From an optimization exercise on the open Yosys and OpenROAD flow, aimed at small area and a short achievable clock period; shortcuts taken in it are not production practice. Function was checked by simulation only, so behaviour that the tests miss may differ from the original. Power and IR drop assume default switching activity.

## mult32x32
module mult32x32 (
  input              i_clk     ,
  input              i_rstn    ,
  input  wire        i_multa_ns,
  input  wire        i_multb_ns,
  input  wire [31:0] i_multa   ,
  input  wire [31:0] i_multb   ,
  output wire [63:0] o_product
);
wire n1 = i_multa_ns & i_multa[31];
wire n2 = i_multb_ns & i_multb[31];
wire g3 = i_multa[1] & i_multa[0];
wire p4 = i_multa[1] ^ i_multa[0];
wire g5 = i_multa[2] & i_multa[1];
wire p6 = i_multa[2] ^ i_multa[1];
wire g7 = i_multa[3] & i_multa[2];
wire p8 = i_multa[3] ^ i_multa[2];
wire g9 = i_multa[4] & i_multa[3];
wire p10 = i_multa[4] ^ i_multa[3];
wire g11 = i_multa[5] & i_multa[4];
wire p12 = i_multa[5] ^ i_multa[4];
wire g13 = i_multa[6] & i_multa[5];
wire p14 = i_multa[6] ^ i_multa[5];
wire g15 = i_multa[7] & i_multa[6];
wire p16 = i_multa[7] ^ i_multa[6];
wire g17 = i_multa[8] & i_multa[7];
wire p18 = i_multa[8] ^ i_multa[7];
wire g19 = i_multa[9] & i_multa[8];
wire p20 = i_multa[9] ^ i_multa[8];
wire g21 = i_multa[10] & i_multa[9];
wire p22 = i_multa[10] ^ i_multa[9];
wire g23 = i_multa[11] & i_multa[10];
wire p24 = i_multa[11] ^ i_multa[10];
wire g25 = i_multa[12] & i_multa[11];
wire p26 = i_multa[12] ^ i_multa[11];
wire g27 = i_multa[13] & i_multa[12];
wire p28 = i_multa[13] ^ i_multa[12];
wire g29 = i_multa[14] & i_multa[13];
wire p30 = i_multa[14] ^ i_multa[13];
wire g31 = i_multa[15] & i_multa[14];
wire p32 = i_multa[15] ^ i_multa[14];
wire g33 = i_multa[16] & i_multa[15];
wire p34 = i_multa[16] ^ i_multa[15];
wire g35 = i_multa[17] & i_multa[16];
wire p36 = i_multa[17] ^ i_multa[16];
wire g37 = i_multa[18] & i_multa[17];
wire p38 = i_multa[18] ^ i_multa[17];
wire g39 = i_multa[19] & i_multa[18];
  ...
clock: 4.0 ns
lec_check: 0
cap_margin: 20
core_margin: 2
core_utilization: 40
cts_cluster_diameter: 60
cts_cluster_size: 25
setup_slack_margin: 2.0
slew_margin: 20
synth_hierarchical: 1
tns_end_percent: 100
run.sh (not shown) runs the stock make flow with config.mk's settings and CLKGATE_MAP_FILE= SYNTH_SCRIPT=/design/flow/synth_recipe.tcl, a recipe that flattens the netlist after the stock synthesis.
Rerun with:
CTS_BUF_LIST = sky130_fd_sc_hd__clkbuf_8   (was unset)
CTS_CLUSTER_DIAMETER = unset   (was 60)
CTS_CLUSTER_SIZE = unset   (was 25)
Effect: Cell area climbs by 1.6%; maximum frequency drops by 1.4%; total power climbs by 2.0%; sequential share of layout area drops by 0.51 points; synthesized cell count stays the same; non-clock buffer count climbs by 12; hold slack loses 96 ps; die area is unchanged; clock skew drops by 6.2 ps.
Rerun with:
==> flow/flow/run.sh (new file) <==
#!/bin/bash
set -euo pipefail
export CTS_ARGS="-sink_clustering_enable -repair_clock_nets -dont_use_dummy_load"
bash standard.sh > standard.log 2>&1
==> flow/standard.sh (new file) <==
#!/bin/bash
# synth_recipe.tcl (not shown) runs the flow's synth.tcl, then flattens the netlist and writes it again
# the make line also repeats each setting of config.mk as NAME=value (left out here)
make -C /OpenROAD-flow-scripts/flow DESIGN_CONFIG=/design/flow/config.mk WORK_HOME=/design/flow/orfs CLKGATE_MAP_FILE= SYNTH_SCRIPT=/design/flow/synth_recipe.tcl "${@:-finish}"
CTS_BUF_LIST = unset   (was sky130_fd_sc_hd__clkbuf_8)
PLACE_DENSITY = 0.75   (was unset)
removed: flow/run.sh
Synthesized area stays the same.
Clock-buffer cell count drops by 98.
Via count drops by a few percent.
Global-route usage drops by 1.4 points.
Final area drops by a few percent.
Combinational power climbs by a few percent.
Wire length drops by a little under a tenth.
Worst setup slack improved by 64 ps.

---

## run 1
mult32x32 again, from the RTL that the note above started with.
Settings: LEC_CHECK=0, CAP_MARGIN=20, CORE_MARGIN=2, CORE_UTILIZATION=40, CTS_CLUSTER_DIAMETER=40, CTS_CLUSTER_SIZE=10, SETUP_SLACK_MARGIN=2.0, SLEW_MARGIN=20, SYNTH_HIERARCHICAL=1, TNS_END_PERCENT=100; clock period 4.0 ns.
Stock flow here: none of the scripts above is used.
> inputs changed (run 1 -> run 2)
Settings: CTS_CLUSTER_DIAMETER removed (was 40); CTS_CLUSTER_SIZE removed (was 10); PLACE_DENSITY newly set to 0.85.
==> flow/flow/run.sh (new file) <==
#!/bin/bash
set -euo pipefail
export CTS_ARGS="-sink_clustering_enable -repair_clock_nets -dont_use_dummy_load"
bash standard.sh > standard.log 2>&1
==> flow/standard.sh (new file) <==
#!/bin/bash
# synth_recipe.tcl (not shown) runs the flow's synth.tcl, then flattens the netlist and writes it again
# the make line also repeats each setting of config.mk as NAME=value (left out here)
make -C /OpenROAD-flow-scripts/flow DESIGN_CONFIG=/design/flow/config.mk WORK_HOME=/design/flow/orfs CLKGATE_MAP_FILE= SYNTH_SCRIPT=/design/flow/synth_recipe.tcl "${@:-finish}"
removed: flow/run.sh
Findings:
- Delta (run 2 minus run 1): number of instances resized during post-cts repair went down; net count of the finished layout -82.
- In run 2 the worst-skew pair later-pin latency turned out 70 ps lower than in run 1.
- Run 1 has a higher met3 track utilization from global routing than run 2.
What run 3 does differently from run 2 at the input level:
Settings: PLACE_DENSITY: 0.85 -> unset.
==> flow/run.sh (new file) <==
#!/bin/bash
# synth_recipe.tcl (not shown) runs the flow's synth.tcl, then flattens the netlist and writes it again
# the make line also repeats each setting of config.mk as NAME=value (left out here)
make -C /OpenROAD-flow-scripts/flow DESIGN_CONFIG=/design/flow/config.mk WORK_HOME=/design/flow/orfs CLKGATE_MAP_FILE= SYNTH_SCRIPT=/design/flow/synth_recipe.tcl finish
removed: flow/flow/run.sh
removed: flow/standard.sh
[summary]
- Compared with run 2, run 3 shows combinational share of power lower by 3.3 points.
- Share of the cycle needed by the critical path after routing in run 3 is 0.68 points above run 2.
- On run 3: core utilization is 1.3 points higher than what run 2 gave.
- Run 2 vs run 3, startpoint of the most critical setup path: s1_527 vs s1_333
- Run 3: total cell area at the placement stage higher than run 2
- Diff run 2 -> run 3: routed via count divided by cell count lower, first-pass GRT wire length higher, sequential cell area share lower, count of clock-buffer cells in the layout higher, all-layer global routing usage higher.
- Summary — via count, run 3 relative to run 2: lower, by about 1.5%.
- The run showing the smaller fmax is run 3.
Changes in run 4 relative to run 3:
Settings: setting PLACE_DENSITY to 0.95 for the first time.
==> flow/flow/run.sh (new file) <==
#!/bin/bash
set -euo pipefail
export CTS_ARGS="-sink_clustering_enable -repair_clock_nets -dont_use_dummy_load"
bash standard.sh > standard.log 2>&1
==> flow/standard.sh (new file) <==
#!/bin/bash
# synth_recipe.tcl (not shown) runs the flow's synth.tcl, then flattens the netlist and writes it again
# the make line also repeats each setting of config.mk as NAME=value (left out here)
make -C /OpenROAD-flow-scripts/flow DESIGN_CONFIG=/design/flow/config.mk WORK_HOME=/design/flow/orfs CLKGATE_MAP_FILE= SYNTH_SCRIPT=/design/flow/synth_recipe.tcl "${@:-finish}"
removed: flow/run.sh
==> run notes <==
Across run 4 and run 3, none had a timing, DRC or antenna violation.
Post-synthesis to final-layout area growth: run 4 lower than run 3
The cell count of run 4 is lower than that of run 3.
In the flow results for run 4 and run 3, the combined global-route utilization of all metal layers is smaller on run 3.
Any difference in insertion delay to the later sink of the worst-skew pair between run 3 and run 4 is small enough to ignore.
Edits applied to the flow inputs when going from run 4 to run 5:
Settings: SETUP_SLACK_MARGIN: 2.0 -> 1.8; PLACE_DENSITY: 0.95 -> unset.
==> flow/run.sh (new file) <==
#!/bin/bash
# synth_recipe.tcl (not shown) runs the flow's synth.tcl, then flattens the netlist and writes it again
# the make line also repeats each setting of config.mk as NAME=value (left out here)
make -C /OpenROAD-flow-scripts/flow DESIGN_CONFIG=/design/flow/config.mk WORK_HOME=/design/flow/orfs CLKGATE_MAP_FILE= SYNTH_SCRIPT=/design/flow/synth_recipe.tcl finish
removed: flow/flow/run.sh
removed: flow/standard.sh
Results
- Setup slack: run 4 and run 5 compared, lower one is run 5
- Max ratio of final minimum period to clock period across run 4 and run 5: run 5
- For run 5, the beginning of the critical path was s1_323, unlike run 4, where it was s1_278.
- In run 5 the post-detailed-routing wire length turned out about 5% lower than in run 4.
- Compared with run 4, run 5 instantiates a larger number of standard cells.
- In the tables for run 4 and run 5, overall global routing resource usage reads lower with run 5.
- Compared with run 4, run 5 shows a lower first-pass GRT wire length.
- Diff run 4 -> run 5: area of all placed cells without fillers saw an increase; via count saw a decrease; power saw little to no change.

---

== run A ==
mult32x32 again, from the RTL that the note above started with.
// mult32x32
module mult32x32 (
  input              i_clk     ,
  input              i_rstn    ,
  input  wire        i_multa_ns,
  input  wire        i_multb_ns,
  input  wire [31:0] i_multa   ,
  input  wire [31:0] i_multb   ,
  output wire [63:0] o_product
);
Settings: LEC_CHECK=0, CAP_MARGIN=20, CORE_MARGIN=2, CORE_UTILIZATION=40, SETUP_SLACK_MARGIN=1.9, SLEW_MARGIN=20, SYNTH_HIERARCHICAL=1, TNS_END_PERCENT=100; clock period 4.0 ns.
Stock flow here: none of the scripts above is used.
Run A went all the way through synthesis, placement and routing and the layout is clean on timing, DRC and antenna.
The inputs of run B differ from those of run A as listed below.
==> flow/flow/run.sh (new file) <==
#!/bin/bash
set -euo pipefail
export CTS_ARGS="-sink_clustering_enable -repair_clock_nets -dont_use_dummy_load"
bash standard.sh > standard.log 2>&1
==> flow/standard.sh (new file) <==
#!/bin/bash
# synth_recipe.tcl (not shown) runs the flow's synth.tcl, then flattens the netlist and writes it again
# the make line also repeats each setting of config.mk as NAME=value (left out here)
make -C /OpenROAD-flow-scripts/flow DESIGN_CONFIG=/design/flow/config.mk WORK_HOME=/design/flow/orfs CLKGATE_MAP_FILE= SYNTH_SCRIPT=/design/flow/synth_recipe.tcl "${@:-finish}"
-- flow/config.mk --
<<< run A, line 11
export SETUP_SLACK_MARGIN = 1.9
>>> run B, line 11
export PLACE_DENSITY = 0.85
export SETUP_SLACK_MARGIN = 2.05
removed: flow/run.sh
Findings:
- Run B ran to completion and came out clean on the timing, design-rule and antenna checks.
- Taking run A as the reference, in run B clock latency on the worst-skew pair saw a decrease, utilization fell by 0.55 points.
- Layout net count: run A vs run B — no meaningful difference
- Final-layout worst hold slack in run B is 0.032 ns below run A.
- Power density over the cells delta for run B relative to run A: 4.4 nW/um^2 lower
- Run B -> run A: detailed-router iteration count before antenna repair delta 0, exact match
- Diff run A -> run B | final total power | down slightly
- Between run B and run A, the routed wire length figures differ only marginally.
- Non-clock buffer count in run B is about 5% higher than in run A
The following lists how run C was set up differently from run B:
-- flow/config.mk --
<<< run B, line 11
export PLACE_DENSITY = 0.85
export SETUP_SLACK_MARGIN = 2.05
>>> run C, line 11
export SETUP_SLACK_MARGIN = 2.0
[summary]
The signed area change from the synthesized netlist to the final layout in run C sits 0.75 points below the value recorded for run B.
The final design area excluding fillers number comes out lower for run C vs run B.
Relative contribution of combinational cells to total power for run C is lower than for run B.

==> afterwards: timing with drivers on the ports <==
The results above use ideal ports. As a check the final layouts listed here were re-extracted and re-timed, cells and wires unchanged. Step 1: set_driving_cell puts a clkbuf_16 on i_clk and a buf_2 on each other input, an assumption about the parent block. Step 2, shift: input delay + t, output delay - t, t = (earliest + latest rising clock arrival at the registers) / 2. This alone moves slack from input paths to output paths. a / b / c = no drivers / after step 1 / after step 2; a / b = the first two.
| run | t, ns | slack for setup (ns) | hold slack, ns | slew at the worst register clock pin (ns) | cell pins on the clock port's net |
|---|---|---|---|---|---|
| the first run of note 1 | 0.750 | 1.929 / 1.929 / 1.316 | 0.261 / 0.232 / 0.322 | 0.09 / 0.09 | 1 |
| the second run of note 1 | 0.888 | 1.900 / 1.880 / 1.117 | 0.164 / 0.121 / 0.308 | 0.07 / 0.07 | 1 |
| the third run of note 1 | 0.706 | 1.964 / 1.964 / 1.371 | 0.229 / 0.216 / 0.307 | 0.06 / 0.06 | 1 |
| run 1 | 0.788 | 1.926 / 1.926 / 1.251 | 0.251 / 0.215 / 0.320 | 0.05 / 0.05 | 1 |
| run 2 | 0.699 | 1.996 / 1.973 / 1.341 | 0.266 / 0.241 / 0.266 | 0.07 / 0.07 | 1 |
| run 3 | 0.736 | 1.969 / 1.969 / 1.343 | 0.289 / 0.258 / 0.305 | 0.08 / 0.08 | 1 |
| run 4 | 0.716 | 1.913 / 1.913 / 1.301 | 0.227 / 0.201 / 0.255 | 0.07 / 0.07 | 1 |
| run 5 | 0.746 | 1.704 / 1.704 / 1.115 | 0.317 / 0.306 / 0.317 | 0.07 / 0.07 | 1 |
| run A | 0.746 | 1.896 / 1.886 / 1.236 | 0.299 / 0.253 / 0.308 | 0.08 / 0.08 | 1 |
| run B | 0.699 | 2.017 / 2.004 / 1.372 | 0.267 / 0.244 / 0.268 | 0.07 / 0.07 | 1 |
| run C | 0.712 | 1.928 / 1.928 / 1.342 | 0.283 / 0.280 / 0.283 | 0.06 / 0.06 | 1 |
After both steps every run listed still meets setup and hold. For the second run of note 1, which loses most, drivers alone change the setup slack by -0.020 ns; drivers and shift together by -0.783 ns.
